This design comes from an exercise in tuning for small area on the open sky130 flow, not from production work. Where RTL was checked, it was by simulation tests only, not by an equivalence proof against the original. The RTL of runs 2 and 3 was laid out without a check of its function. Power is estimated from default activity; no workload was simulated.

--- design/flow/config.mk ---
export PLATFORM = sky130hd
export DESIGN_NAME = tinycpu
export DESIGN_NICKNAME = tinycpu
export VERILOG_FILES = /design/flow/design.v
export SDC_FILE = /design/flow/constraint.sdc
export NUM_CORES = 8
export LEC_CHECK = 0
export CAP_MARGIN = 20
export CORE_MARGIN = 2
export CORE_UTILIZATION = 25
export SETUP_SLACK_MARGIN = 0.6
export SLEW_MARGIN = 20
--- design/flow/constraint.sdc ---
create_clock -name core_clock -period 15.0 [get_ports {clk}]
set_input_delay 3.0000 -clock core_clock [delete_from_list [all_inputs] [get_ports {clk}]]
set_output_delay 3.0000 -clock core_clock [all_outputs]
set_load 0.01 [all_outputs]
--- design/flow/design.v ---
`timescale 1ns / 1ps
module decode(
    input [31:0] instruction,   
    output [6:0] op,            
    output [6:0] func7,         
    output [2:0] func3,         
    output [4:0] rs1,           
    output [4:0] rs2,           
    output [4:0] rd,            
    output [11:0] load_immediate,   
    output [11:0] save_immediate    
);
    assign op = instruction[6:0];                          
    assign func7 = instruction[31:25];                    
    assign func3 = instruction[14:12];                    
    assign rs1 = instruction[19:15];                      
    assign rs2 = instruction[24:20];                      
    assign rd = instruction[11:7];                        
    assign load_immediate = instruction[31:20];           
    assign save_immediate = {instruction[31:25], instruction[11:7]};   
endmodule
`timescale 1ns / 1ps
module control(
    input [6:0] Op,
    input [6:0] Funct7,
    input [2:0] Funct3,
    input zero,
    output regWrite,
    output memWrite,
    output [5:0] EXTOp,
    output [4:0] ALUOp,
    output ALUSrc,
    output [2:0] dataMemoryType,
    output writeDataSelection  
);
wire rtype  = ~Op[6]&Op[5]&Op[4]&~Op[3]&~Op[2]&Op[1]&Op[0];  
wire i_add=rtype&~Funct7[6]&~Funct7[5]&~Funct7[4]&~Funct7[3]&~Funct7[2]&~Funct7[1]&~Funct7[0]&~Funct3[2]&~Funct3[1]&~Funct3[0];  
wire i_sub=rtype&~Funct7[6]&Funct7[5]&~Funct7[4]&~Funct7[3]&~Funct7[2]&~Funct7[1]&~Funct7[0]&~Funct3[2]&~Funct3[1]&~Funct3[0];  
wire itype_l  = ~Op[6]&~Op[5]&~Op[4]&~Op[3]&~Op[2]&Op[1]&Op[0];  
wire i_lb=itype_l&~Funct3[2]& ~Funct3[1]& ~Funct3[0];  
wire i_lh=itype_l&~Funct3[2]& ~Funct3[1]& Funct3[0];   
wire i_lw=itype_l&~Funct3[2]& Funct3[1]& ~Funct3[0];   
wire itype_r  = ~Op[6]&~Op[5]&Op[4]&~Op[3]&~Op[2]&Op[1]&Op[0];  
wire i_addi  =  itype_r& ~Funct3[2]& ~Funct3[1]& ~Funct3[0];  
wire stype  = ~Op[6]&Op[5]&~Op[4]&~Op[3]&~Op[2]&Op[1]&Op[0]   ; 
wire i_sw   = stype&~Funct3[2]&Funct3[1]&Funct3[0];  
wire i_sb=stype& ~Funct3[2]& ~Funct3[1]&~Funct3[0];
wire i_sh=stype&& ~Funct3[2]&~Funct3[1]&Funct3[0];
assign regWrite   = rtype | itype_r|itype_l  ;  
assign memWrite   = stype;               
assign ALUSrc     = itype_r | stype | itype_l ;  
assign writeDataSelection = itype_l;   
assign ALUOp[0]= i_add  | i_addi|stype|itype_l ;
assign ALUOp[1]= i_add  | i_addi|stype|itype_l ;
assign ALUOp[2]=0;
assign ALUOp[3]=0;
assign ALUOp[4]=0;
assign EXTOp[0] =  stype;
assign EXTOp[1] =  itype_l | itype_r ; 
assign EXTOp[2]=0;
assign EXTOp[4]=0;
assign EXTOp[5]=0;
assign EXTOp[3]    =    0; 
assign dataMemoryType[2:1]=2'b00;
assign dataMemoryType[0]=i_lh | i_sh | i_lb | i_sb;
endmodule
`timescale 1ns / 1ps
module immediate_generate(
    input [4:0] i_immediate_shift_amount,
    input [11:0] i_immediate,
    input [11:0] s_immediate,
    input [11:0] b_immediate,
    input [19:0] u_immediate,
    input [19:0] j_immediate,
    input [5:0] EXTOp,
    output reg[31:0] immediate
    );
        always @(*) begin
        case (EXTOp)
            6'b000010:  
                immediate <= {{20{i_immediate[11]}}, i_immediate[11:0]};  
            6'b000001:  
                immediate <= {{20{s_immediate[11]}}, s_immediate[11:0]};  
            6'b000100:  
                immediate <= {{19{b_immediate[11]}}, b_immediate[11:0], 1'b0};  
            6'b000101:  
                immediate <= {u_immediate[19:0], 12'b0};  
            6'b000110:  
                immediate <= {{11{j_immediate[19]}}, j_immediate[19:0], 1'b0};  
            default:
                immediate <= 32'b0;  
        endcase
    end
endmodule
module alu(
    input signed [31:0] operandA, operandB,   
    input [4:0] ALUOp,                       
    output reg signed [31:0] result,         
    output reg Zero                          
);
always @(*) begin
    case (ALUOp)
        5'b00011:  begin  
            result = operandA + operandB;
        end
        default: result = 32'b0;  
    endcase
    Zero = (result == 0) ? 1'b1 : 1'b0;
end
endmodule
`timescale 1ns / 1ps
module RegisterFile(
    input clk,
    input reset,
    input enable,
    input RegisterFileWrite,
    input [4:0] rs1, rs2, rd,
    input [31:0] WriteData,
    output [31:0] rs1_data, rs2_data
);
reg [31:0] register[31:0];
genvar ith_register;
generate
    for (ith_register = 0; ith_register < 32; ith_register = ith_register + 1) begin : g_reg
        always @(posedge clk or negedge reset) begin
            if (!reset)
                register[ith_register] <= ith_register;
            else if (enable && RegisterFileWrite && rd == ith_register)
                register[ith_register] <= WriteData;
        end
    end
endgenerate
assign rs1_data = (rs1 == 5'b0) ? 32'b0 : register[rs1];
assign rs2_data = (rs2 == 5'b0) ? 32'b0 : register[rs2];
endmodule
`timescale 1ns / 1ps
module dataMemory    (
    input clk,
    input rstn,
    input dataMemoryWrite,
    input [4:0] address,
    input [31:0] dataIn,
    input [2:0] dataMemoryType,
    output reg[31:0]dataOut
);
reg [7:0]data[31:0];
wire [4:0] address1 = address + 5'd1;
wire [4:0] address2 = address + 5'd2;
wire [4:0] address3 = address + 5'd3;
genvar ith_register;
generate
    for (ith_register = 0; ith_register < 32; ith_register = ith_register + 1) begin : g_byte
        always@ (posedge clk or negedge rstn)begin
            if(!rstn)
                data[ith_register]<=8'b0;
            else if(dataMemoryWrite)
            begin
            case(dataMemoryType)
            3'b011: if (address == ith_register) data[ith_register]<=dataIn[7:0];
            3'b001: begin
                if (address == ith_register) data[ith_register]<=dataIn[7:0];
                else if (address1 == ith_register) data[ith_register]<=dataIn[15:8];
            end
            3'b000: begin
                if (address == ith_register) data[ith_register]<=dataIn[7:0];
                else if (address1 == ith_register) data[ith_register]<=dataIn[15:8];
                else if (address2 == ith_register) data[ith_register]<=dataIn[23:16];
                else if (address3 == ith_register) data[ith_register]<=dataIn[31:24];
            end
            default: ;
            endcase
            end
        end
    end
endgenerate
always@(*)
begin
    case(dataMemoryType)
    3'b011: begin
    dataOut={{24{data[address][7]}}, data[address][7:0]};
    end
    3'b001: begin
        dataOut={16'b0,data[address1][7:0],data[address][7:0]};
    end
    default: begin
        dataOut={data[address3][7:0],data[address2][7:0],data[address1][7:0],data[address][7:0]};
    end
    endcase
end
endmodule
`timescale 1ns / 1ps
module tinycpu(
    input         clk,
    input         rstn,           
    input         stall,          
    input  [31:0] instr,          
    output [5:0]  imem_addr,      
    output        rf_we,          
    output [4:0]  rf_waddr,
    output [31:0] rf_wdata,
    output        dm_we,          
    output        dm_half,        
    output [4:0]  dm_addr,
    output [31:0] dm_wdata
    );
reg [5:0] rom_addr;
always @(posedge clk or negedge rstn) begin
    if (!rstn)
        rom_addr <= 6'd0;
    else if (!stall)
        rom_addr <= rom_addr + 1'b1;
end
wire [6:0] op;
wire [6:0] func7;
wire [2:0] func3;
wire [4:0] rs1;
wire [4:0] rs2;
wire [4:0] rd;
wire [11:0] load_immediate;
wire [11:0] save_immediate;
wire regWrite;
wire memWrite;
wire [5:0] EXTOp;
wire [4:0] ALUOp;
wire ALUSrc;
wire [2:0] dataMemoryType;
wire writeDataSelection;
wire [31:0] immediate;
wire [31:0] rs1_data;
wire [31:0] rs2_data;
wire signed [31:0] aluOutput;
wire Zero;
wire [31:0] dataMemory_dataOut;
wire [31:0] WriteData;
decode decoder(.instruction(instr),.op(op),.func7(func7),.func3(func3),.rs1(rs1),.rs2(rs2),.rd(rd),.load_immediate(load_immediate),.save_immediate(save_immediate));
control control_signal(.Op(op),.Funct7(func7),.Funct3(func3),.zero(Zero),.regWrite(regWrite),.memWrite(memWrite),.EXTOp(EXTOp),.ALUOp(ALUOp),.ALUSrc(ALUSrc),.dataMemoryType(dataMemoryType),.writeDataSelection(writeDataSelection));
immediate_generate gen(.i_immediate_shift_amount(5'b0),.i_immediate(instr[31:20]),.s_immediate({instr[31:25],instr[11:7]}),.b_immediate({instr[31],instr[7],instr[30:25],instr[11:8]}),.u_immediate(20'b0),.j_immediate(20'b0),.EXTOp(EXTOp),.immediate(immediate));
assign WriteData = writeDataSelection ? dataMemory_dataOut : aluOutput;
RegisterFile myRegisterFile(
    .clk(clk),
    .reset(rstn),
    .enable(~stall),
    .RegisterFileWrite(regWrite),
    .rs1(rs1),
    .rs2(rs2),
    .rd(rd),
    .WriteData(WriteData),
    .rs1_data(rs1_data),
    .rs2_data(rs2_data)
);
wire [31:0] operandA, operandB;
assign operandA = rs1_data;
assign operandB = (ALUSrc) ? immediate : rs2_data;
alu myAlu(
    .operandA(operandA),
    .operandB(operandB),
    .ALUOp(ALUOp),
    .result(aluOutput),
    .Zero(Zero)
);
dataMemory myDataMemory(
    .clk(clk),
    .rstn(rstn),
    .dataMemoryWrite(memWrite & ~stall),
    .address(aluOutput[4:0]),
    .dataIn(rs2_data),
    .dataMemoryType(dataMemoryType),
    .dataOut(dataMemory_dataOut)
);
assign imem_addr = rom_addr;
assign rf_we     = regWrite;
assign rf_waddr  = rd;
assign rf_wdata  = WriteData;
assign dm_we     = memWrite;
assign dm_half   = dataMemoryType[0];
assign dm_addr   = aluOutput[4:0];
assign dm_wdata  = rs2_data;
endmodule
--- design/flow/run.sh ---
#!/bin/bash
# synth_recipe.tcl (not shown) runs the flow's synth.tcl, then flattens the netlist and writes it again
# the make line also repeats each setting of config.mk as NAME=value (left out here)
make -C /OpenROAD-flow-scripts/flow DESIGN_CONFIG=/design/flow/config.mk WORK_HOME=/design/flow/orfs CLKGATE_MAP_FILE= SYNTH_SCRIPT=/design/flow/synth_recipe.tcl finish
==> summary.txt, run 1 <==
Run status
The flow ran to the end and the layout has no timing, DRC or antenna violations.

STA
The final cycle utilization of the critical path is 95.6%. The worst path setup slack after routing is 0.662 ns. The tightest slew margin relative to the limit is 11.8%. The total count of max-transition violations in the final report is 0. For this run, the top clock speed supported by timing is 69.7 MHz. Setup violations remaining at the end of the flow were counted as 0. The pin slew with the least headroom to its limit is 1.32 ns.

The clock skew after layout is 0.140 ns. Setup repair after global routing left no endpoint under its margin. The setup total negative slack is 0 ns. The worst path in the final design needs a cycle of 14.34 ns, including I/O delays and setup. The final hold violation count was 0.

Synth
The number of enable-type register cells in the synthesized netlist is 0. The prevailing post-synth register cell is dfrtp_1. The largest total area in the synthesized netlist belongs to dfrtp_1. Yosys printed 7 warnings.

The synthesized area per cell is 8.32 µm². The cell with the most instances after synthesis is nand2_1. In this run the cell area of the synthesized design comes to 77,200 µm².

In the synthesized netlist the async set-or-reset flop fraction comes to 100%. Synthesis inferred 1,254 register bits. The number of instances in the synthesized netlist is 9,286. The commonest cells after synthesis are nand2_1 (1,220), dfrtp_1 (1,174), nor2_1 (937). The number of nets in the synthesized netlist is 9,360. The share of synthesized area in the top cell type comes to 38.0%.

Sequential cells were found to cover 40.8% of the synthesized design area. Yosys mapped the design onto 108 distinct sky130hd cell types. By area the synthesized netlist is led by dfrtp_1 (38%), a22oi_1 (7.2%), nand2_1 (5.9%).

CTS
The root buffer cell is clkbuf_16. The sink count of the clock tree is 1,254. TritonCTS built the clock tree.

The clock tree synthesis step divided the H-tree into 4 levels. The CTS buffer count is 153. The clock insertion delay at the later pin of the skew report is 0.94 ns. The clock-pin transition on the worst setup and hold timing paths is 0.07 ns. No sink is reached through more buffers than the 4 on the longest clock path.

Worst setup path
The setup check on the worst reg-to-reg path leaves a slack of 7.35 ns. The data arrival at the endpoint of the critical path is 11.34 ns. STA classifies the critical path startpoint as an input pin. The dominant cell type by count on the critical path is buf_4. Counting cells, the worst reg-to-reg path comes to 26. The critical path in this run is classified as in -> out.

The slowest stage of the critical path belongs to the cell dlygate4sd2_1. STA classifies the critical path endpoint as a primary output. The required time reported for the critical path endpoint is 12.00 ns. The maximum fanout encountered on the critical timing path is 15. The capture point of the worst reg-to-reg path is myRegisterFile.register[14][22]$_DFFE_PN0P_.

The peak per-stage delay on the critical path is 0.76 ns. The startpoint of the worst-slack reg-to-reg timing path is myRegisterFile.register[6][0]$_DFFE_PN0P_.

Power
Net switching is 27.6% of the power. The net switching power of the design is 0.00226 W. Across the VDD grid, the largest voltage drop is 0.0000848 V. Of the total power, registers draw 42.4%. The clock group share of total power is 48.9%. The areal power density over the cells is 84.6 nW/µm². The combinational share of power is 8.8%. The internal cell power is 0.00591 W. In this run the static leakage power is 40.2 nW.

Detailed routing
The via-per-instance ratio is 6.77. The total via count after detailed routing is 95.2k. The final routed DRC violation total is 0. The sum of routed wire length over all layers is 683 mm. The remaining antenna violation count is 0.

The number of search-and-repair iterations in the first detailed-routing pass is 12. The iteration-0 DRC count of the detailed router is 18.7k. Dividing the detail-routed wire length by the instance count gives 48.5 µm.

Min path
The worst hold path endpoint is rom_addr[5]$_DFFE_PN0N_. The number of cells on the worst hold path is 1. In this run the most critical hold path is launched from rom_addr[5]$_DFFE_PN0N_.

In this run the worst hold path is classified as reg -> reg.

Floorplanning
After floorplanning, the core was divided into 204 placement rows. In this run the count of I/O pins placed on the die edge is 118. The chip width is 560 µm. The y dimension of the die is 560 µm. The core region is 308,000 µm². The starting density of the core is 25.1%. The die covers 313,000 µm².

Global route
The fraction of met3 tracks used by global routing is 19.2%. The met2 layer usage reported by global route is 54.0%. Summed over all layers, the global routing overflow is 0. Entering global routing, the biggest net connects 155 pins.

In this run the most used layer during global routing was met1. The first-pass GRT wire length is 876 mm. The overall routing resource usage is 41.8%.

The number of global-route vias before repair is 84.5k. The global routing usage on met1 is 54.6%. The number of antenna violations at the first check in global routing is 134.

Placement
Port buffering added 117 buffers. The congestion estimate from routability-driven global placement came to 1.19. The wire-length estimate of the detail-placed layout is 496 mm. Prior to clock tree synthesis, the placed netlist has a worst setup slack of 0.259 ns.

Layout
The net total in the final layout is 9,809. The area growth from synthesis to layout is 25.1%. The share of layout cells above drive strength 1 is 18.4%.

Job
The tool flagged a number of max-cap violations equal to 0.
[repair_timing]
item | 4_1_cts | 5_1_grt
setup buffers | 4 | 2
resized for setup | 9 | 12
setup endpoints to repair | 16 | 19
hold buffers | 0 | 0
pin swaps | 1 | 3
[logic make-up (layout without fill, tap and decap cells)]
kind of cell             after synthesis  after routing  share of synthesized area (%)
buffers and inverters                957           1519                           4.84
flip-flops                          1254           1254                           40.8
adder cells (fa/ha/maj)               39             39                          0.642
XOR/XNOR                              42             42                          0.585
other                                  0            102                              0
AND/OR/NAND/NOR                     3011           3011                           17.0
AO/OA/AOI/OAI                       3621           3621                           31.4
multiplexers                         362            362                           4.81
[power groups by stage]
stage,sequential (W),combinational [W],clock [W]
6_report,0.00346,0.000717,0.00399
5_1_grt,0.00346,0.000714,0.00412
4_1_cts,0.00346,0.000676,0.00399
3_5_place_dp,0.00352,0.000674,0
3_3_place_gp,0.00352,0.000676,0
2_1_floorplan,0.00350,0.000234,0
[final cells by class]
class | count | area [µm²]
multi-input cells | 7075 | 43700
clock buffers | 207 | 4330
flip-flops and latches | 1254 | 31500
diodes | 102 | 255
inverters | 50 | 190
fillers | 32500 | 211000
repair buffers | 1201 | 10700
clock inverters | 61 | 817
well taps | 4120 | 5150
[state kept, by name (all words and copies together) (netlist names)]
signal,flops
myRegisterFile.register,992
rom_addr,6
myDataMemory.data,256
[placed cells by master (no fill, tap or decap), types with 33 or more instances in the layout]
cell,instances
dfrtp_1,1173
o21ai_0,811
a211oi_1,231
clkbuf_16,155
o221ai_1,33
diode_2,102
a22o_1,221
a222oi_1,96
nand3_1,228
clkdlybuf4s50_1,107
and3_1,52
buf_4,976
nor3_1,133
nor2_2,37
a31oi_1,163
buf_12,105
nand2_1,1186
nor4_1,44
inv_1,44
dfstp_2,80
a21oi_1,636
a22oi_1,739
nor2_1,853
mux2i_1,301
a221oi_1,174
ha_1,36
nand2_2,33
nor2_4,49
nand4_1,186
o21ai_1,125
mux2_2,59
[worst max-delay path by stage]
| stage | slack, ns | endpoint | cells past startpoint | startpoint |
|---|---|---|---|---|
| after global routing | 0.56 | rf_wdata[15] | 32 | instr[19] |
| final | 0.66 | rf_wdata[19] | 30 | instr[21] |
| after floorplan | 0.91 | rf_wdata[15] | 35 | instr[20] |
| after global placement | 0.18 | rf_wdata[19] | 31 | instr[22] |
| after detailed placement | 0.26 | rf_wdata[19] | 31 | instr[22] |
| after CTS | 0.61 | rf_wdata[22] | 28 | instr[17] |
[worst max-delay path, delay by kind of cell]
family | cells | cell delay [ns]
buffers and inverters | 10 | 2.79
and+or+nand+nor | 9 | 2.22
AOI/OAI and AO/OA | 6 | 1.28
adders and majority gates | 3 | 1.27
xor gates and xnor gates | 2 | 0.71
[through the flow]
step | std cells | area [µm²] | utilization (%) | total power, W | hold slack, ns
6_report | 14100 | 96600 | 31.4 | 0.00817 | 0.476
5_1_grt | 14000 | 96400 | 31.3 | 0.00830 | 0.496
4_1_cts | 14000 | 96300 | 31.2 | 0.00812 | 0.478
3_5_place_dp | 13700 | 91100 | 29.6 | 0.00419 | 0.469
3_3_place_gp | 13700 | 90900 | 29.5 | 0.00419 | 0.464
2_1_floorplan | 9286 | 77200 | - | 0.00374 | 0.464
[metal layers]
layer / wire, µm / vias up / share of wire, %
met3: 98700 / 2519 / 14
met4: 57800 / 65 / 8.5
met1: 272000 / 47500 / 40
met5: 915 / - / 0.13
met2: 254000 / 9178 / 37
li1: - / 36000 / -
==> run 2: changes to the inputs <==
==> design/flow/design.v (replaced) <==
`timescale 1ns / 1ps
module tinycpu(
    input         clk,
    input         rstn,           
    input         stall,          
    input  [31:0] instr,          
    output [5:0]  imem_addr,      
    output        rf_we,          
    output [4:0]  rf_waddr,
    output [31:0] rf_wdata,
    output        dm_we,          
    output        dm_half,        
    output [4:0]  dm_addr,
    output [31:0] dm_wdata
    );
integer i, j;
reg [5:0] pc;
always @(posedge clk or negedge rstn) begin
    if (!rstn)
        pc <= 6'd0;
    else if (!stall)
        pc <= pc + 1'b1;
end
wire [6:0] op  = instr[6:0];
wire [2:0] f3  = instr[14:12];
wire [6:0] f7  = instr[31:25];
wire [4:0] rd  = instr[11:7];
wire [4:0] rs1 = instr[19:15];
wire [4:0] rs2 = instr[24:20];
wire low_ok = ~op[6] & ~op[3] & ~op[2] & op[1] & op[0];
wire is_r   = low_ok &  op[5] &  op[4];
wire is_i   = low_ok & ~op[5] &  op[4];
wire is_l   = low_ok & ~op[5] & ~op[4];
wire is_s   = low_ok &  op[5] & ~op[4];
wire half   = ~f3[2] & ~f3[1];
reg  [31:0] r [1:31];
reg  [31:1] v;                  
wire [31:0] wdata;
wire        rf_wen = rf_we & ~stall;
genvar g;
generate
    for (g = 1; g < 32; g = g + 1) begin : g_reg
        wire we_g = rf_wen & (rd == g);
        always @(posedge clk)
            if (we_g) r[g] <= wdata;
        always @(posedge clk or negedge rstn)
            if (!rstn)
                v[g] <= 1'b0;
            else if (we_g)
                v[g] <= 1'b1;
    end
endgenerate
reg  [31:0] rs1_data, rs2_data;
reg  [31:1] sel1, sel2;
always @(*) begin
    for (i = 1; i < 32; i = i + 1) begin
        sel1[i] = (rs1 == i) & v[i];
        sel2[i] = (rs2 == i) & v[i];
    end
    rs1_data = 32'b0;
    rs2_data = 32'b0;
    for (i = 1; i < 32; i = i + 1) begin
        rs1_data = rs1_data | ({32{sel1[i]}} & r[i]);
        rs2_data = rs2_data | ({32{sel2[i]}} & r[i]);
    end
    rs1_data[4:0] = rs1_data[4:0] | (rs1 & {5{~|sel1}});
    rs2_data[4:0] = rs2_data[4:0] | (rs2 & {5{~|sel2}});
end
wire [31:0] imm = {{20{instr[31]}}, instr[31:25], op[5] ? instr[11:7] : instr[24:20]};
wire [31:0] opb = (op[5] & op[4]) ? rs2_data : imm;
wire [31:0] sum = rs1_data + opb;
reg  [7:0] m [0:31];
wire [4:0] a  = sum[4:0];
wire [1:0] s  = a[1:0];
wire [2:0] wb = a[4:2];
reg  [2:0] c  [0:3];            
reg  [1:0] k  [0:3];            
reg  [7:0] z  [0:3];            
reg  [7:0] st [0:3];            
reg  [7:0] ld [0:3];            
always @(*) begin
    for (j = 0; j < 4; j = j + 1) begin
        c[j] = wb + (j < s);
        k[j] = j - s;
        z[j] = m[{c[j], j[1:0]}];
        st[j] = rs2_data[8*k[j] +: 8];
    end
    for (j = 0; j < 4; j = j + 1)
        ld[j] = z[(s + j) & 3];
end
wire dm_wen = is_s & ~stall;
generate
    for (g = 0; g < 32; g = g + 1) begin : g_byte
        wire we_g = dm_wen & (c[g % 4] == g / 4) & (~k[g % 4][1] | ~half);
        always @(posedge clk or negedge rstn)
            if (!rstn)
                m[g] <= 8'b0;
            else if (we_g)
                m[g] <= st[g % 4];
    end
endgenerate
wire [31:0] load_data = {half ? 16'b0 : {ld[3], ld[2]}, ld[1], ld[0]};
wire add_ok = (f3 == 3'b000) & (~op[5] | (f7 == 7'b0));
assign wdata = ~op[4] ? load_data : (add_ok ? sum : 32'b0);
assign imem_addr = pc;
assign rf_we     = is_r | is_i | is_l;
assign rf_waddr  = rd;
assign rf_wdata  = wdata;
assign dm_we     = is_s;
assign dm_half   = half;
assign dm_addr   = a;
assign dm_wdata  = rs2_data;
endmodule
==> run 2 against run 1 <==
Cell count decreased by 44%. First-iteration DRC count decreased by 39%. Sequential power increased by 16%. Sequential cell count grew 31. Combinational power is 83% higher. Worst hold slack got worse by 0.0086 ns. Core utilization shrank 1.8 points. Clock skew fell by 0.072 ns. Worst setup slack got worse by 0.012 ns. Critical endpoint is now rf_wdata[11]. Largest cell class is now flip-flops and latches. Largest power group is now registers.
==> summary.txt, run 2 <==
Run status
The flow ran to the end and the layout has no timing, DRC or antenna violations.

Power
The internal cell power is 0.00645 W (+9.1%). The largest voltage drop on the vdd net is 0.000118 V (+39%). The areal power density over the cells came to 126 nW/µm² (+48%). The sequential share of power is 45.2% (+2.8 points). The standby leakage power came to 24.8 nW (-38%). The switching power share of the total was 27.6% (about the same).

The net switching power of the design is 0.00246 W (+9.0%). The clock group share of total power is 40.1% (-8.8 points). The combinational share of power was 14.7% (+5.9 points).

Placement
The count of input and output buffers is 117 (unchanged). The HPWL after detailed placement is 177 mm (-64%). The routability congestion estimate from global placement is 1.04 (-13%). The total cell area at the placement stage is 66,100 µm² (-27%).

Floorplanning
The die area is 245,000 µm² (-22%). The y dimension of the die came to 495 µm (-12%). The number of I/O pins is 118 (unchanged).

The chip width is 495 µm (-12%). The cell row count is 180 (-12%). The core outline area is 240,000 µm² (-22%). The starting density of the core is 25.1% (+0.047 points).

CTS
The sink count of the clock tree was 1,285 (+2.5%). TritonCTS built the clock tree. The tree is rooted in a clkbuf_16. The number of H-tree levels is 4 (unchanged). The number of buffers on the longest clock path came to 3 (-1). The clock-pin transition on the worst setup and hold timing paths is 0.05 ns (-0.02 ns). The CTS buffer count is 137 (-10%). The clock insertion delay at the later pin of the skew report is 0.83 ns (-0.11 ns).

Global route
The overall routing resource usage is 23.5% (-18 points). The number of antenna violations at the first check in global routing is 27 (-80%). The number of global-route vias before repair is 47.8k (-43%). The first-pass GRT wire length is 402 mm (-54%). The total global routing overflow was 0 (unchanged).

The largest net degree at the start of global routing is 105 (-32%).

Worst setup path
The class of the most critical setup path is in -> out. The required time reported for the critical path endpoint came to 12.00 ns (about the same). The capturing element of the worst setup path is rf_wdata[11]. The critical path starts at instr[23]. The data arrival at the endpoint of the critical path came to 11.35 ns (about the same). The startpoint of the worst-slack reg-to-reg timing path is v[3]$_DFFE_PN0P_.

The kind of end point of the critical path is a primary output. The capture point of the worst reg-to-reg path is r[8][11]$_DFFE_PP_. The count of cells along the worst register-to-register path is 22 (-15%). The maximum fanout encountered on the critical timing path is 10 (-5). The startpoint type of the worst setup path is an input pin. The reg2reg setup slack is 7.18 ns (-0.17 ns).

Layout
The share of layout cells above drive strength 1 is 20.4% (+2.0 points). The most flop-heavy register is r. The net total in the final layout is 4,696 (-52%). The flip-flop count of the largest register, all copies and words added is 992 (unchanged). The cell area after layout is 71,000 µm² (-27%).

The area used by multi-input combinational logic is 21,900 µm² (-50%). The area added between synthesis and finish is 17.6%. The largest registers in the layout are r (992), m (256), v (31). The total area of sequential cells came to 37,100 µm² (+18%).

The final design utilization was 29.5% (-1.8 points). The library cell used most frequently in the layout, excluding fill and tap cells, is edfxtp_1. The top cell types in the final layout, fill and taps aside, are edfxtp_1 (992), a22oi_1 (589), dfrtp_1 (293). The number of inserted filler cells in the final layout was 23.9k (-26%).

Synth
The multiplexer share of the synthesized area came to 7.19% (+2.4 points). The number of enable-type register cells in the synthesized netlist is 992 (+992). The post-synthesis xor/xnor area fraction is 0.722% (+0.14 points). The count of distinct cell types in the synthesized netlist is 84 (-22%). The number of instances in the synthesized netlist is 4,510 (-51%).

In the synthesized netlist the dominant register cell turns out to be edfxtp_1. The main combinational cell family by area after synthesis is compound AO/OA/AOI/OAI gates. The synthesis warning total came to 8 (+1). The cell with the most instances after synthesis is edfxtp_1. The sequential share of the synthesized area is 61.5% (+21 points). The simple logic cell fraction of the synthesized area is 8.45% (-8.5 points). The complex-gate fraction of the synthesized area is 18.1% (-13 points). The synthesized area per cell is 13.4 µm² (+61%). The fraction of the mapped netlist area in adder cells came to 0.987% (+0.35 points).

The number of register bits inferred by synthesis was 1,285 (+2.5%). By area the synthesized netlist is led by edfxtp_1 (49%), dfrtp_1 (12%), a22oi_1 (7.3%). The total standard cell area after synthesis is 60,300 µm² (-22%). The share of Yosys cell area claimed by the top area cell type is 49.4% (+11 points). After synthesis, the most frequently instantiated cells are edfxtp_1 (992), a22oi_1 (589), clkbuf_1 (302). The number of nets in the synthesized netlist came to 4,592 (-51%). The share of flip-flops with an asynchronous set or reset is 22.8% (-77 points). The top cell type by total area after synthesis is edfxtp_1.

Detailed routing
The iteration-0 DRC count of the detailed router came to 11.4k (-39%). The average routed wire per standard cell is 37.8 µm (-22%). The number of search-and-repair iterations in the first detailed-routing pass is 14 (+2). The remaining antenna violation count is 0 (unchanged). The via-per-instance ratio is 6.49 (-4.1%). The total via count after detailed routing came to 51.5k (-46%). The final routed DRC violation total is 0 (unchanged).

The sum of routed wire length over all layers is 300 mm (-56%).

Job
The number of max-cap violations is 0 (unchanged).

Min path
The number of cells on the worst hold path came to 1 (unchanged). The type of the worst min-delay path is reg -> reg.

STA
The pin slew with the least headroom to its limit is 1.24 ns (-0.0776 ns). Setup repair after global routing left no endpoint under its margin. The clock period minus worst slack was 14.35 ns (+0.0118 ns). The smallest hold slack is 0.468 ns (-0.00860 ns). The count of final setup violators was 0 (unchanged).

The tightest slew margin relative to the limit is 17.0% (+5.2 points). The final hold violation count is 0 (unchanged). The maximum frequency from static timing analysis is 69.7 MHz (about the same). The final cycle utilization of the critical path came to 95.7% (about the same). The clock skew after layout is 0.0684 ns (-0.0719 ns). The total count of max-transition violations in the final report came to 0 (unchanged). The setup total negative slack is 0 ns (unchanged).
[run 2: cell types whose count changed after synthesis, moves of 125 or more]
cell / change
a211oi_1: -208
a21oi_1: -591
a22oi_1: -155
a31oi_1: -146
clkbuf_1: -477
dfrtp_1: -881
edfxtp_1: +992
mux2_2: +223
mux2i_1: -261
nand2_1: -1097
nor2_1: -785
nor3_1: -130
o21ai_0: -766
o21ai_1: -125
[run 2: worst max-delay path, stage by stage]
cell and delay [ns]:
clkdlybuf4s50_1 0.76, buf_4 0.26, nor2b_2 0.11, and3_2 0.36
nor4_1 0.34, nand4_1 0.18, nor2_2 0.42, a2111o_1 0.32
mux2i_1 0.09, o21ai_0 0.44, fa_1 0.66, ha_1 0.29
ha_1 0.26, ha_1 0.26, xnor2_1 0.19, xnor2_1 0.82
nor2_1 0.26, a222oi_1 0.44, a31oi_1 0.38, a221oi_1 0.62
o22ai_2 0.23, clkdlybuf4s50_1 0.65
[run 2: cells by family after synthesis]
group / count (synthesis)
multiplexers: 356
adder cells (fa/ha/maj): 47
AO/OA/AOI/OAI: 1393
XOR/XNOR: 45
buffers and inverters: 436
flip-flops: 1285
AND/OR/NAND/NOR: 948
[run 2: layout make-up]
class	instances	share of cell area, %
clock inverters	81	1.35
well taps	3185	5.61
multi-input cells	2789	30.9
diodes	14	0.0494
repair buffers	369	4.36
flip-flops and latches	1285	52.3
clock buffers	172	5.28
inverters	32	0.169
[run 2: timing repair]
action / in CTS / in global routing
pin swaps: 0 / 1
gates resized for setup: 9 / 16
endpoints found under the setup margin: 25 / 29
buffers inserted: 0 / 2
hold buffers: 0 / 0
[run 2: how the worst min path moves through the flow]
| stage | from | endpoint | slack (ns) |
|---|---|---|---|
| after floorplan | v[11]$_DFFE_PN0P_ | v[11]$_DFFE_PN0P_ | 0.45 |
| after global placement | pc[5]$_DFFE_PN0N_ | pc[5]$_DFFE_PN0N_ | 0.46 |
| after detailed placement | pc[5]$_DFFE_PN0N_ | pc[5]$_DFFE_PN0N_ | 0.47 |
| after CTS | pc[5]$_DFFE_PN0N_ | pc[5]$_DFFE_PN0N_ | 0.48 |
| after global routing | m[11][1]$_DFFE_PN0P_ | m[11][1]$_DFFE_PN0P_ | 0.51 |
| final | pc[5]$_DFFE_PN0N_ | pc[5]$_DFFE_PN0N_ | 0.47 |
[run 2: power by group through the flow]
stage | Clock, W | Sequential (W) | Combinational [W]
global placement | 0 | 0.00410 | 0.00124
CTS | 0.00359 | 0.00403 | 0.00126
global route | 0.00373 | 0.00403 | 0.00136
floorplan | 0 | 0.00411 | 0.000657
finish | 0.00358 | 0.00403 | 0.00131
detailed placement | 0 | 0.00410 | 0.00125
[run 2: stage by stage]
step / total power, W / setup slack (ns) / std cells
after floorplan: 0.00476 / 0.978 / 4510
after global placement: 0.00534 / 0.242 / 7658
after detailed placement: 0.00535 / 0.267 / 7658
after CTS: 0.00887 / 0.620 / 7911
after global routing: 0.00912 / 0.614 / 7913
final: 0.00891 / 0.650 / 7927
[run 2: metal layers]
layer	part of all wire [%]	wire length [µm]	GRT usage, %	vias up
met5	0.13	384	0.548	-
met4	8.4	25300	14.6	32
met3	18	53200	11.5	1739
met2	40	121000	33.4	5657
met1	33	99900	28.1	25200
li1	-	-	-	18900
==> run 3: changes to the inputs <==
--- a/design/flow/design.v
+++ b/design/flow/design.v
@@ -70,6 +70,7 @@
 wire [31:0] opb = (op[5] & op[4]) ? rs2_data : imm;
 wire [31:0] sum = rs1_data + opb;
 reg  [7:0] m [0:31];
+reg  [31:0] mv;                 
 wire [4:0] a  = sum[4:0];
 wire [1:0] s  = a[1:0];
 wire [2:0] wb = a[4:2];
@@ -82,7 +83,9 @@
     for (j = 0; j < 4; j = j + 1) begin
         c[j] = wb + (j < s);
         k[j] = j - s;
-        z[j] = m[{c[j], j[1:0]}];
+        z[j] = 8'b0;
+        for (i = 0; i < 8; i = i + 1)
+            z[j] = z[j] | ({8{(c[j] == i) & mv[4*i+j]}} & m[4*i+j]);
         st[j] = rs2_data[8*k[j] +: 8];
     end
     for (j = 0; j < 4; j = j + 1)
@@ -92,11 +95,14 @@
 generate
     for (g = 0; g < 32; g = g + 1) begin : g_byte
         wire we_g = dm_wen & (c[g % 4] == g / 4) & (~k[g % 4][1] | ~half);
+        always @(posedge clk)
+            if (we_g)
+                m[g] <= st[g % 4];
         always @(posedge clk or negedge rstn)
             if (!rstn)
-                m[g] <= 8'b0;
+                mv[g] <= 1'b0;
             else if (we_g)
-                m[g] <= st[g % 4];
+                mv[g] <= 1'b1;
     end
 endgenerate
 wire [31:0] load_data = {half ? 16'b0 : {ld[3], ld[2]}, ld[1], ld[0]};
--- a/design/flow/config.mk
+++ b/design/flow/config.mk
@@ -7,6 +7,6 @@
 export LEC_CHECK = 0
 export CAP_MARGIN = 20
 export CORE_MARGIN = 2
-export CORE_UTILIZATION = 25
-export SETUP_SLACK_MARGIN = 0.6
+export CORE_UTILIZATION = 50
+export SETUP_SLACK_MARGIN = 0.2
 export SLEW_MARGIN = 20
==> run 3 against run 2 <==
Worst hold slack got worse by 0.010 ns. Worst setup slack got worse by 0.42 ns. Wire length down 7.4%. Fmax decreased by 2.8%. Clock power shrank 2%. Cell count shrank 26%. Critical path depth grew 4. Non-clock buffer count decreased by 17. Clock skew down 0.025 ns. Register-to-register slack got worse by 0.05 ns. Core utilization is 28 points higher.
==> summary.txt, run 3 <==
Run status
The flow ran to the end and the layout has no timing, DRC or antenna violations.

Detailed routing
The remaining antenna violation count came to 0 (unchanged). The sum of routed wire length over all layers is 278 mm (-7.4%). The via-per-instance ratio is 8.12 (+25%). The average routed wire per standard cell is 47.3 µm (+25%). The total via count after detailed routing was 47.7k (-7.4%).

The final routed DRC violation total is 0 (unchanged). The number of search-and-repair iterations in the first detailed-routing pass was 12 (-2). The iteration-0 DRC count of the detailed router is 11.1k (-2.4%).

CTS
The clock-pin transition on the worst setup and hold timing paths is 0.06 ns (about the same). The count of hold buffers inserted by post-cts repair is 0 (unchanged). The number of buffers added for setup after CTS is 0 (unchanged). The number of buffers on the longest clock path is 3 (unchanged).

The clock insertion delay at the later pin of the skew report was 0.80 ns (-0.03 ns). The root buffer cell is clkbuf_16. The CTS buffer count is 140 (+2.2%). TritonCTS built the clock tree. The number of H-tree levels is 4 (unchanged). The sink count of the clock tree came to 1,317 (+2.5%).

The post-cts repair resize count is 0 (-9).

Layout
The flip-flop count of the largest register, all copies and words added came to 992 (unchanged). Leaving out fill and tap cells, the most frequent cell in the layout is edfxtp_1. The share of layout cells above drive strength 1 came to 15.7% (-4.7 points). The most flop-heavy register is r.

The area growth from synthesis to layout is 14.7%. The number of inserted filler cells in the final layout is 8,994 (-62%). The final design utilization is 57.7% (+28 points). The net total in the final layout is 4,305 (-8.3%).

The largest registers in the layout are r (992), m (256), mv (32). The cell area after layout is 66,900 µm² (-5.8%). In the layout the commonest cells are edfxtp_1 (1,248), a22oi_1 (579), buf_4 (234).

Job
The number of max-cap violations was 0 (unchanged).

Synth
The synthesized area per cell is 14.3 µm² (+7.1%). In the synthesized netlist the dominant register cell turns out to be edfxtp_1. The commonest cells after synthesis are edfxtp_1 (1,248), a22oi_1 (580), clkbuf_1 (276). The most common cell in the synthesized netlist is edfxtp_1. The top cell type by total area after synthesis is edfxtp_1. The total standard cell area after synthesis came to 58,300 µm² (-3.4%). The synthesis warning total was 8 (unchanged). The number of register bits inferred by synthesis came to 1,317 (+2.5%). The share of Yosys cell area claimed by the top area cell type is 64.3% (+15 points). Yosys attributes the largest share of cell area to edfxtp_1 (64%), a22oi_1 (7.5%), a221oi_1 (3.0%).

The number of instances in the synthesized netlist is 4,067 (-9.8%). The number of nets in the synthesized netlist is 4,148 (-9.7%). The count of distinct cell types in the synthesized netlist is 93 (+11%). The share of flip-flops with an asynchronous set or reset is 5.24% (-18 points). The sequential share of the synthesized area came to 67.3% (+5.7 points). The number of enable-type register cells in the synthesized netlist is 1,248 (+26%).

Worst setup path
STA classifies the critical path endpoint as a primary output. By startpoint and endpoint, the worst setup path is classified as in -> out. The capturing element of the worst setup path is rf_wdata[15].

The startpoint type of the worst setup path is an input pin. The critical path startpoint is instr[23]. The count of cells along the worst register-to-register path is 24 (+9.1%). The startpoint of the worst-slack reg-to-reg timing path is v[25]$_DFFE_PN0P_. The maximum fanout encountered on the critical timing path is 12 (+2). The reg2reg setup slack is 7.13 ns (-0.05 ns). The data arrival at the endpoint of the critical path is 11.77 ns (+0.42 ns). The required time reported for the critical path endpoint is 12.00 ns (about the same).

The capture point of the worst reg-to-reg path is r[1][15]$_DFFE_PP_.

STA
The final cycle utilization of the critical path is 98.5% (+2.8 points). The tightest slew margin relative to the limit is 20.2% (+3.1 points). The clock skew after layout is 0.0429 ns (-0.0254 ns). The clock period minus worst slack is 14.77 ns (+0.419 ns). The total count of max-transition violations in the final report is 0 (unchanged).

Setup repair after global routing left no endpoint under its margin. The worst path setup slack after routing is 0.231 ns (-0.419 ns). The setup total negative slack is 0 ns (unchanged). The pin slew with the least headroom to its limit is 1.20 ns (-0.0472 ns). The maximum frequency from static timing analysis was 67.7 MHz (-2.8%).

The smallest hold slack is 0.457 ns (-0.0103 ns). The count of final setup violators is 0 (unchanged). The final hold violation count came to 0 (unchanged).

Global route
The overall routing resource usage came to 45.5% (+22 points). The total global routing overflow is 0 (unchanged). The largest net degree at the start of global routing came to 47 (-55%).

The first-pass GRT wire length came to 372 mm (-7.5%). The number of antenna violations at the first check in global routing came to 16 (-41%). The number of global-route vias before repair was 44.4k (-7.1%).

Power
The standby leakage power is 21.6 nW (-13%). The largest voltage drop on the vdd net is 0.000136 V (+15%). The areal power density over the cells came to 127 nW/µm² (+1.1%).

Placement
The routability congestion estimate from global placement is 1.04 (+0.45%). The total cell area at the placement stage was 62,200 µm² (-5.9%). The count of input and output buffers was 117 (unchanged). The HPWL after detailed placement is 165 mm (-6.5%). The worst slack at placement is 0.496 ns (+0.229 ns).

Min path
The path class of the tightest hold or removal check is reg -> reg.

Floorplanning
The y dimension of the die was 345 µm (-30%). The starting density of the core is 50.3% (+25 points). The core outline area is 116,000 µm² (-52%). The cell row count is 125 (-31%). The chip width came to 345 µm (-30%). The die area came to 119,000 µm² (-51%). The number of I/O pins came to 118 (unchanged).
## run 3: cell types whose count changed in the layout (fill, tap and decap cells not counted), sizes merged, moves of 26 or more
cell | before | now
a221oi | 163 | 202
a32oi | 6 | 33
dfrtp | 293 | 69
edfxtp | 992 | 1248
mux2 | 282 | 17
mux4 | 34 | 8
nand2 | 123 | 95
nor2 | 152 | 97
or2 | 41 | 71
## run 3: cell families after synthesis
group | count (synthesis) | share of synthesized area (%)
adders and majority gates | 46 | 1.00
AOI/OAI and AO/OA | 1356 | 18.6
muxes | 87 | 1.70
and+or+nand+nor | 872 | 8.39
buffers and inverters | 354 | 2.36
xor gates and xnor gates | 35 | 0.646
DFF | 1317 | 67.3
## run 3: worst max-delay path: stages
cell             delay (ns)
clkdlybuf4s50_1        0.77
nor2b_1                0.46
and3_2                 0.33
buf_4                  0.22
a22o_1                 0.21
a221oi_1               0.43
nand4_1                0.17
a2111o_1               0.35
mux2_2                 0.27
mux2_2                 0.31
ha_1                   0.27
fa_1                   0.58
xnor2_1                0.19
buf_4                  0.22
inv_1                  0.08
ha_1                   0.31
nor2b_1                0.17
o22ai_1                0.36
and2_1                 0.25
nor3b_1                0.06
buf_4                  0.17
a221o_1                0.34
or4_4                  0.48
a221o_1                0.38
a221o_1                0.71
clkdlybuf4s50_1        0.62
## run 3: worst min path at each step
stage	from	slack (ns)	cells after the start	end
2_1_floorplan	mv[18]$_DFFE_PN0P_	0.43	1	mv[18]$_DFFE_PN0P_
3_3_place_gp	mv[21]$_DFFE_PN0P_	0.44	1	mv[21]$_DFFE_PN0P_
3_5_place_dp	mv[29]$_DFFE_PN0P_	0.44	1	mv[29]$_DFFE_PN0P_
4_1_cts	mv[29]$_DFFE_PN0P_	0.46	1	mv[29]$_DFFE_PN0P_
5_1_grt	mv[2]$_DFFE_PN0P_	0.48	1	mv[2]$_DFFE_PN0P_
6_report	mv[21]$_DFFE_PN0P_	0.46	1	mv[21]$_DFFE_PN0P_
## run 3: metal layers
metal | global-route usage (%) | routed length (µm)
met3 | 22.0 | 48000
met4 | 31.7 | 25800
met2 | 64.6 | 114000
met1 | 54.2 | 90100
met5 | 0 | 163
## run 3: per-stage QoR
step	power (W)	std cells
after detailed placement	0.00501	5606
after global routing	0.00866	5860
after CTS	0.00845	5859
after global placement	0.00500	5606
final	0.00849	5871
after floorplan	0.00464	4067
## run 3: where the power goes
group | switching (W) | internal, W
logic | 0.000584 | 0.000252
clock network | 0.00148 | 0.00203
registers | 0.0000186 | 0.00411
total | 0.00209 | 0.00640
## run 3: layout make-up
cell class	instances	area [µm²]	share of cell area, %
inverter	17	63.8	0.0954
clock inverter	79	830	1.24
antenna	12	30.0	0.0449
timing repair buffer	352	2960	4.42
tap	1524	1910	2.85
sequential	1317	39200	58.6
multi-input combinational	2396	18100	27.1
clock buffer	174	3740	5.60
==> run 4: changes to the inputs <==
==> design/flow/design.v (replaced) <==
`timescale 1ns / 1ps
module alu_add(input [31:0] a, input [31:0] b, output [31:0] s);
    wire [31:0] g0 = a & b;
    wire [31:0] p0 = a ^ b;
    reg  [31:0] G, P;
    integer i, d;
    always @(*) begin
        G = g0;
        P = p0;
        for (d = 1; d < 32; d = d * 2)
            for (i = 2 * d - 1; i < 32; i = i + 2 * d) begin
                G[i] = G[i] | (P[i] & G[i - d]);
                P[i] = P[i] & P[i - d];
            end
        for (d = 8; d >= 1; d = d / 2)
            for (i = 3 * d - 1; i < 32; i = i + 2 * d) begin
                G[i] = G[i] | (P[i] & G[i - d]);
                P[i] = P[i] & P[i - d];
            end
    end
    assign s = p0 ^ {G[30:0], 1'b0};
endmodule
`timescale 1ns / 1ps
module sel31(input [31:1] s, input [31:1] d, output y);
    wire [10:0] n;
    genvar i;
    generate
        for (i = 0; i < 10; i = i + 1) begin : g_a
            c_a222oi u (.a1(s[3*i+1]), .a2(d[3*i+1]), .b1(s[3*i+2]), .b2(d[3*i+2]),
                        .c1(s[3*i+3]), .c2(d[3*i+3]), .y(n[i]));
        end
    endgenerate
    c_nand2 u10 (.a(s[31]), .b(d[31]), .y(n[10]));
    wire p0, p1, p2;
    c_nand4 w0 (.a(n[0]), .b(n[1]), .c(n[2]), .d(n[3]), .y(p0));
    c_nand4 w1 (.a(n[4]), .b(n[5]), .c(n[6]), .d(n[7]), .y(p1));
    c_nand3 w2 (.a(n[8]), .b(n[9]), .c(n[10]), .y(p2));
    c_or3   w3 (.a(p0), .b(p1), .c(p2), .y(y));
endmodule
module sel32(input [31:0] s, input [31:0] d, output y);
    wire [10:0] n;
    genvar i;
    generate
        for (i = 0; i < 10; i = i + 1) begin : g_a
            c_a222oi u (.a1(s[3*i]), .a2(d[3*i]), .b1(s[3*i+1]), .b2(d[3*i+1]),
                        .c1(s[3*i+2]), .c2(d[3*i+2]), .y(n[i]));
        end
    endgenerate
    wire n11;
    c_nand2 u10 (.a(s[30]), .b(d[30]), .y(n[10]));
    c_nand2 u11 (.a(s[31]), .b(d[31]), .y(n11));
    wire p0, p1, p2;
    c_nand4 w0 (.a(n[0]), .b(n[1]), .c(n[2]), .d(n[3]), .y(p0));
    c_nand4 w1 (.a(n[4]), .b(n[5]), .c(n[6]), .d(n[7]), .y(p1));
    c_nand4 w2 (.a(n[8]), .b(n[9]), .c(n[10]), .d(n11), .y(p2));
    c_or3   w3 (.a(p0), .b(p1), .c(p2), .y(y));
endmodule
module sel8(input [7:0] s, input [7:0] d, output y);
    wire n0, n1, n2, n3;
    c_a222oi u0 (.a1(s[0]), .a2(d[0]), .b1(s[1]), .b2(d[1]), .c1(s[2]), .c2(d[2]), .y(n0));
    c_a222oi u1 (.a1(s[3]), .a2(d[3]), .b1(s[4]), .b2(d[4]), .c1(s[5]), .c2(d[5]), .y(n1));
    c_nand2  u2 (.a(s[6]), .b(d[6]), .y(n2));
    c_nand2  u3 (.a(s[7]), .b(d[7]), .y(n3));
    c_nand4  w  (.a(n0), .b(n1), .c(n2), .d(n3), .y(y));
endmodule
module sel4(input [3:0] s, input [3:0] d, output y);
    assign y = |(s & d);
endmodule
module wb_bit(input [3:0] rs, input [3:0] rd, input as, input ad, output y);
    assign y = |(rs & rd) | (as & ad);
endmodule
module c_a222oi(input a1, a2, b1, b2, c1, c2, output y);
    assign y = ~((a1 & a2) | (b1 & b2) | (c1 & c2));
endmodule
module c_nand2(input a, b, output y);
    assign y = ~(a & b);
endmodule
module c_nand3(input a, b, c, output y);
    assign y = ~(a & b & c);
endmodule
module c_nand4(input a, b, c, d, output y);
    assign y = ~(a & b & c & d);
endmodule
module c_or3(input a, b, c, output y);
    assign y = a | b | c;
endmodule
`timescale 1ns / 1ps
module tinycpu(
    input         clk,
    input         rstn,           
    input         stall,          
    input  [31:0] instr,          
    output [5:0]  imem_addr,      
    output        rf_we,          
    output [4:0]  rf_waddr,
    output [31:0] rf_wdata,
    output        dm_we,          
    output        dm_half,        
    output [4:0]  dm_addr,
    output [31:0] dm_wdata
    );
integer i, j;
genvar g, b;
reg [5:0] pc;
always @(posedge clk or negedge rstn) begin
    if (!rstn)
        pc <= 6'd0;
    else if (!stall)
        pc <= pc + 1'b1;
end
wire [6:0] op  = instr[6:0];
wire [2:0] f3  = instr[14:12];
wire [6:0] f7  = instr[31:25];
wire [4:0] rd  = instr[11:7];
wire [4:0] rs1 = instr[19:15];
wire [4:0] rs2 = instr[24:20];
wire low_ok = ~op[6] & ~op[3] & ~op[2] & op[1] & op[0];
wire is_r   = low_ok &  op[5] &  op[4];
wire is_i   = low_ok & ~op[5] &  op[4];
wire is_l   = low_ok & ~op[5] & ~op[4];
wire is_s   = low_ok &  op[5] & ~op[4];
wire half   = ~f3[2] & ~f3[1];
reg  [31:0] r [1:31];
reg  [31:1] v;                  
wire [31:0] wdata;
wire        rf_wen = rf_we & ~stall;
generate
    for (g = 1; g < 32; g = g + 1) begin : g_reg
        wire we_g = rf_wen & (rd == g);
        always @(posedge clk)
            if (we_g) r[g] <= wdata;
        always @(posedge clk or negedge rstn)
            if (!rstn)
                v[g] <= 1'b0;
            else if (we_g)
                v[g] <= 1'b1;
    end
endgenerate
reg  [31:1] sel1, sel2;
always @(*)
    for (i = 1; i < 32; i = i + 1) begin
        sel1[i] = (rs1 == i) & v[i];
        sel2[i] = (rs2 == i) & v[i];
    end
wire none1 = ~|sel1;
wire none2 = ~|sel2;
wire [31:0] rs1_data, rs2_data;
generate
    for (b = 0; b < 32; b = b + 1) begin : g_rp
        wire [31:1] col;
        for (g = 1; g < 32; g = g + 1) begin : g_c
            assign col[g] = r[g][b];
        end
        if (b < 5) begin : g_lo
            sel32 p1 (.s({sel1, none1}), .d({col, rs1[b]}), .y(rs1_data[b]));
            sel32 p2 (.s({sel2, none2}), .d({col, rs2[b]}), .y(rs2_data[b]));
        end else begin : g_hi
            sel31 p1 (.s(sel1), .d(col), .y(rs1_data[b]));
            sel31 p2 (.s(sel2), .d(col), .y(rs2_data[b]));
        end
    end
endgenerate
wire [31:0] imm = {{20{instr[31]}}, instr[31:25], op[5] ? instr[11:7] : instr[24:20]};
wire [31:0] opb = (op[5] & op[4]) ? rs2_data : imm;
wire [31:0] sum;
alu_add adder (.a(rs1_data), .b(opb), .s(sum));
reg  [7:0] m [0:31];
reg  [31:0] mv;                 
wire [4:0] a  = sum[4:0];
wire [1:0] s  = a[1:0];
wire [2:0] wb = a[4:2];
reg  [7:0] wsel;                
reg  [7:0] cs [0:3];            
reg  [3:0] kk [0:3];            
always @(*) begin
    for (i = 0; i < 8; i = i + 1)
        wsel[i] = (wb == i);
    for (j = 0; j < 4; j = j + 1) begin
        cs[j] = (j < s) ? {wsel[6:0], wsel[7]} : wsel;
        for (i = 0; i < 4; i = i + 1)
            kk[j][i] = (((j - s) & 3) == i);
    end
end
reg  [7:0] zs [0:3];
always @(*)
    for (j = 0; j < 4; j = j + 1)
        for (i = 0; i < 8; i = i + 1)
            zs[j][i] = cs[j][i] & mv[4*i+j];
wire [7:0] z [0:3];
generate
    for (g = 0; g < 4; g = g + 1) begin : g_z
        for (b = 0; b < 8; b = b + 1) begin : g_zb
            sel8 u (.s(zs[g]),
                    .d({m[28+g][b], m[24+g][b], m[20+g][b], m[16+g][b],
                        m[12+g][b], m[8+g][b], m[4+g][b], m[g][b]}),
                    .y(z[g][b]));
        end
    end
endgenerate
wire [7:0] st [0:3];
generate
    for (g = 0; g < 4; g = g + 1) begin : g_st
        for (b = 0; b < 8; b = b + 1) begin : g_stb
            sel4 u (.s(kk[g]),
                    .d({rs2_data[24+b], rs2_data[16+b], rs2_data[8+b], rs2_data[b]}),
                    .y(st[g][b]));
        end
    end
endgenerate
wire dm_wen = is_s & ~stall;
generate
    for (g = 0; g < 32; g = g + 1) begin : g_byte
        wire we_g = dm_wen & cs[g % 4][g / 4] & (kk[g % 4][0] | kk[g % 4][1] | ~half);
        always @(posedge clk)
            if (we_g)
                m[g] <= st[g % 4];
        always @(posedge clk or negedge rstn)
            if (!rstn)
                mv[g] <= 1'b0;
            else if (we_g)
                mv[g] <= 1'b1;
    end
endgenerate
wire add_ok = op[4] & (f3 == 3'b000) & (~op[5] | (f7 == 7'b0));
reg  [3:0] rot [0:3];
always @(*)
    for (i = 0; i < 4; i = i + 1)
        for (j = 0; j < 4; j = j + 1)
            rot[i][j] = ~op[4] & kk[j][i] & (i < 2 | ~half);
generate
    for (b = 0; b < 32; b = b + 1) begin : g_wb
        wb_bit u (.rs(rot[b / 8]),
                  .rd({z[3][b % 8], z[2][b % 8], z[1][b % 8], z[0][b % 8]}),
                  .as(add_ok), .ad(sum[b]), .y(wdata[b]));
    end
endgenerate
assign imem_addr = pc;
assign rf_we     = is_r | is_i | is_l;
assign rf_waddr  = rd;
assign rf_wdata  = wdata;
assign dm_we     = is_s;
assign dm_half   = half;
assign dm_addr   = a;
assign dm_wdata  = rs2_data;
endmodule
--- a/design/flow/config.mk
+++ b/design/flow/config.mk
@@ -8,5 +8,10 @@
 export CAP_MARGIN = 20
 export CORE_MARGIN = 2
 export CORE_UTILIZATION = 50
+export CTS_BUF_LIST = sky130_fd_sc_hd__clkbuf_4 sky130_fd_sc_hd__clkbuf_8
+export CTS_CLUSTER_DIAMETER = 40
+export CTS_CLUSTER_SIZE = 10
 export SETUP_SLACK_MARGIN = 0.2
 export SLEW_MARGIN = 20
+export SYNTH_HIERARCHICAL = 1
+export SYNTH_MINIMUM_KEEP_SIZE = 0
==> run 4 against run 3 <==
Register-to-register slack improved by 0.10 ns. Critical endpoint is now rf_wdata[25]. Design area shrank 7.1%. Power is 14% lower. First-iteration DRC count grew 2.6%. Non-clock buffer count decreased by 54. Still clean. Clock power fell by 21%. Critical path depth is the same. Sequential power decreased by 2%. Cell count decreased by 11%. Fmax grew 1.9%.
==> summary.txt, run 4 <==
STA
The clock skew after layout is 0.0661 ns (+0.0231 ns). The clock period minus worst slack is 14.49 ns (-0.278 ns). The final cycle utilization of the critical path came to 96.6% (-1.9 points). The final hold violation count came to 0 (unchanged).

The pin slew with the least headroom to its limit is 1.27 ns (+0.0726 ns). Setup repair after global routing left no endpoint under its margin. The setup total negative slack is 0 ns (unchanged). The count of final setup violators was 0 (unchanged). The tightest slew margin relative to the limit is 15.3% (-4.8 points). The maximum frequency from static timing analysis came to 69.0 MHz (+1.9%). The total count of max-transition violations in the final report was 0 (unchanged).

Synth
The synthesized area per cell is 16.5 µm² (+15%). edfxtp_1 is the most common cell in the netlist. The number of register bits inferred by synthesis is 1,317 (unchanged).

The number of enable-type register cells in the synthesized netlist is 1,248 (unchanged). The synthesis warning total is 20 (+12). The prevailing post-synth register cell is edfxtp_1.

The total standard cell area after synthesis was 54,200 µm² (-6.9%). Sorting the synthesized cells by area gives the leading types as edfxtp_1 (69%), a222oi_1 (14%), dfrtp_1 (3.2%). The number of instances in the synthesized netlist is 3,292 (-19%).

The biggest area contributor in the post-synthesis netlist is edfxtp_1. The share of flip-flops with an asynchronous set or reset was 5.24% (unchanged). The sequential share of the synthesized area is 72.3% (+5.0 points).

The number of nets in the synthesized netlist is 3,377 (-19%). The count of distinct cell types in the synthesized netlist is 65 (-30%). The share of Yosys cell area claimed by the top area cell type is 69.1% (+4.8 points). By count the netlist is led by edfxtp_1 (1,248), a222oi_1 (736), nand2_1 (238).

Worst setup path
The startpoint type of the worst setup path is an input pin. The count of cells along the worst register-to-register path came to 25 (+4.2%). The capture point of the worst reg-to-reg path is r[10][25]$_DFFE_PP_. The class of the most critical setup path is in -> out.

The worst setup path is captured at a primary output. The data arrival at the endpoint of the critical path is 11.49 ns (-0.28 ns). The critical path startpoint is instr[21]. The startpoint of the worst-slack reg-to-reg timing path is v[26]$_DFFE_PN0P_. The maximum fanout encountered on the critical timing path is 28 (+16). The reg2reg setup slack is 7.23 ns (+0.10 ns). The required time reported for the critical path endpoint is 12.00 ns (about the same). The capturing element of the worst setup path is rf_wdata[25].

CTS
The number of H-tree levels is 4 (unchanged). TritonCTS built the clock tree. The clock insertion delay at the later pin of the skew report is 0.90 ns (+0.10 ns). The sink count of the clock tree is 1,317 (unchanged). The number of buffers added for setup after CTS is 0 (unchanged).

The CTS buffer count came to 178 (+27%). The clock-pin transition on the worst setup and hold timing paths is 0.07 ns (about the same). The post-cts repair resize count is 0 (unchanged).

The root buffer cell is clkbuf_8. The count of hold buffers inserted by post-cts repair is 0 (unchanged). The number of buffers on the longest clock path is 3 (unchanged).

Global route
The largest net degree at the start of global routing is 70 (+49%). The overall routing resource usage came to 40.0% (-5.4 points). The number of global-route vias before repair came to 40.6k (-8.7%).

The number of antenna violations at the first check in global routing came to 14 (-2). The total global routing overflow came to 0 (unchanged). The first-pass GRT wire length is 310 mm (-17%).

Run status
The flow ran to the end and the layout has no timing, DRC or antenna violations.

Floorplanning
The starting density of the core is 50.5% (+0.23 points). The die area is 111,000 µm² (-6.9%). The core outline area is 107,000 µm² (-7.4%). The number of I/O pins was 118 (unchanged). The cell row count is 120 (-4.0%). The chip width was 333 µm (-3.5%). The y dimension of the die is 333 µm (-3.5%).

Placement
The total cell area at the placement stage came to 58,600 µm² (-5.8%). The cell total after placement is 4,952 (-12%). The count of input and output buffers is 117 (unchanged). The routability congestion estimate from global placement is 1.01 (-2.6%).

The HPWL after detailed placement is 139 mm (-16%).

Min path
The worst hold path belongs to the class reg -> reg.

Layout
In the layout the commonest cells are edfxtp_1 (1,248), a222oi_1 (736), nand2_1 (238). Leaving out fill and tap cells, the most frequent cell in the layout is edfxtp_1. The final design utilization came to 57.9% (+0.20 points). More flip-flops sit in one register than any other, and that register is r.

The final instance count without filler cells came to 5,253 (-11%). The share of layout cells above drive strength 1 is 14.6% (-1.1 points). The cell area after layout came to 62,200 µm² (-7.1%). The flip-flop count of the largest register, all copies and words added is 992 (unchanged). The largest registers in the layout are r (992), m (256), mv (32). The net total in the final layout is 3,814 (-11%). The area growth from synthesis to layout is 14.6%.

Detailed routing
The final routed DRC violation total was 0 (unchanged). The remaining antenna violation count is 0 (unchanged). The sum of routed wire length over all layers was 228 mm (-18%). The total via count after detailed routing is 42.1k (-12%).

The average routed wire per standard cell is 43.3 µm (-8.4%). The iteration-0 DRC count of the detailed router is 11.4k (+2.6%). The via-per-instance ratio was 8.01 (-1.3%). The number of search-and-repair iterations in the first detailed-routing pass came to 15 (+3).

Power
The standby leakage power came to 22.1 nW (+2.3%). The largest voltage drop on the vdd net is 0.0000811 V (-40%). The areal power density over the cells is 118 nW/µm² (-7.3%).

Job
The number of max-cap violations came to 0 (unchanged).
[run 4: changes by cell type in the layout (fill, tap and decap cells not counted), sizes merged, moves of 65 or more]
cell | before | now
a222oi | 64 | 736
a22oi | 581 | 98
a221oi | 202 | 3
a22o | 179 | 6
nand3 | 223 | 59
nand2 | 95 | 239
nand4 | 87 | 177
or3 | 3 | 68
[run 4: kinds of logic (layout without fill, tap and decap cells)]
family / Yosys count / count (layout) / share of synthesized area (%)
other: 0 / 6 / 0
flip-flops: 1317 / 1317 / 72.3
adder cells (fa/ha/maj): 50 / 50 / 1.37
XOR/XNOR: 24 / 24 / 0.388
AND/OR/NAND/NOR: 837 / 837 / 8.29
multiplexers: 19 / 19 / 0.369
AO/OA/AOI/OAI: 966 / 966 / 16.7
buffers and inverters: 79 / 631 / 0.620
[run 4: Yosys stat by module, one instance, submodules excluded, excerpt]
module	copies in the design	cells	cell area, µm²	flops+latches
c_nand4	170	1	6.26	0
c_nand3	54	1	5.00	0
alu_add	1	160	1380	0
wb_bit	32	3	21.3	0
c_a222oi	704	1	10.0	0
sel4	32	3	18.8	0
tinycpu	1	1810	42300	1317
c_nand2	138	1	3.75	0
c_or3	64	1	6.26	0
[run 4: critical path: stages]
cell and delay (ns):
clkdlybuf4s50_1 0.81, nor2b_1 0.58, nor4bb_1 0.38, a211o_1 0.15, a211o_1 0.11, nor4_2 0.09
a222oi_1 0.40, nand4_1 0.47, or3_1 0.56, mux2i_1 0.16, a21oi_1 0.13, ha_1 0.32
a21o_1 0.17, a21oi_1 0.18, fa_1 0.47, inv_1 0.15, buf_12 0.19, or3_1 0.17
o21ai_0 0.18, and2_1 0.31, a222oi_1 0.41, nand4_1 0.53, a22oi_1 0.38, nand2_1 0.38
buf_4 0.28, clkdlybuf4s50_1 0.50
[run 4: cell type report]
type                    count  area (µm²)
inverters                  38         143
repair buffers            298        2540
flip-flops and latches   1317       39200
diodes                      6        15.0
fillers                  8259       45200
multi-input cells        1896       15000
clock inverters            80         748
clock buffers             215        2780
well taps                1403        1760
[run 4: metal layers]
metal | vias up | global-route usage [%] | routed length (µm)
li1 | 16100 | - | -
met1 | 20800 | 51.8 | 76000
met4 | 12 | 25.8 | 16500
met3 | 825 | 13.3 | 37000
met5 | - | 0 | 79
met2 | 4317 | 58.2 | 98000
[run 4: how the worst min path moves through the flow]
stage / startpoint / to / slack, ns / cells after the start
floorplan: mv[17]$_DFFE_PN0P_ / mv[17]$_DFFE_PN0P_ / 0.42 / 1
global route: mv[17]$_DFFE_PN0P_ / mv[17]$_DFFE_PN0P_ / 0.47 / 1
CTS: mv[18]$_DFFE_PN0P_ / mv[18]$_DFFE_PN0P_ / 0.46 / 1
finish: mv[18]$_DFFE_PN0P_ / mv[18]$_DFFE_PN0P_ / 0.45 / 1
detailed placement: mv[18]$_DFFE_PN0P_ / mv[18]$_DFFE_PN0P_ / 0.44 / 1
global placement: mv[17]$_DFFE_PN0P_ / mv[17]$_DFFE_PN0P_ / 0.44 / 1
[run 4: where the power goes]
group          switching, W  internal, W  leakage [nW]  total, W
clock               0.00140      0.00139          1.80   0.00279
combinational      0.000331     0.000134          6.60  0.000465
sequential        0.0000155      0.00404          13.7   0.00406
total               0.00174      0.00557          22.1   0.00731
[run 4: through the flow]
step	hold slack (ns)	total power, W	setup WS, ns
floorplan	0.420	0.00435	2.53
global placement	0.438	0.00458	0.721
detailed placement	0.440	0.00459	0.611
CTS	0.456	0.00731	0.582
global route	0.473	0.00749	0.230
finish	0.454	0.00731	0.510

==> what the ideal ports hide <==
No port has a modelled driver above. Below, the same layouts with a new extraction and two added sets of constraints.
Step 1 assumes that a clkbuf_16 drives the clock port and a buf_2 every other input.
Step 2 adds t to the input delays and takes it off the output delays; t is the mean of the earliest and latest rising clock arrival at the registers after step 1. Input paths then give back, and output paths get back, about the clock's delay inside the block.
a / b / c = no drivers / after step 1 / after step 2; a / b = the first two.
run	shift t [ns]	setup WS [ns]	worst data-port slew with drivers (ns)	cell pins on the clock port's net
run 1	0.964	0.662 / 0.561 / 0.561	0.14	1
run 2	0.874	0.650 / 0.622 / 0.622	0.20	1
run 3	0.851	0.231 / 0.205 / 0.205	0.05	1
run 4	0.937	0.510 / 0.472 / 0.472	0.06	1
After both steps every run listed still meets setup and hold. The setup slack of run 1, which loses most, moves by -0.101 ns with the drivers and by -0.101 ns with both steps.
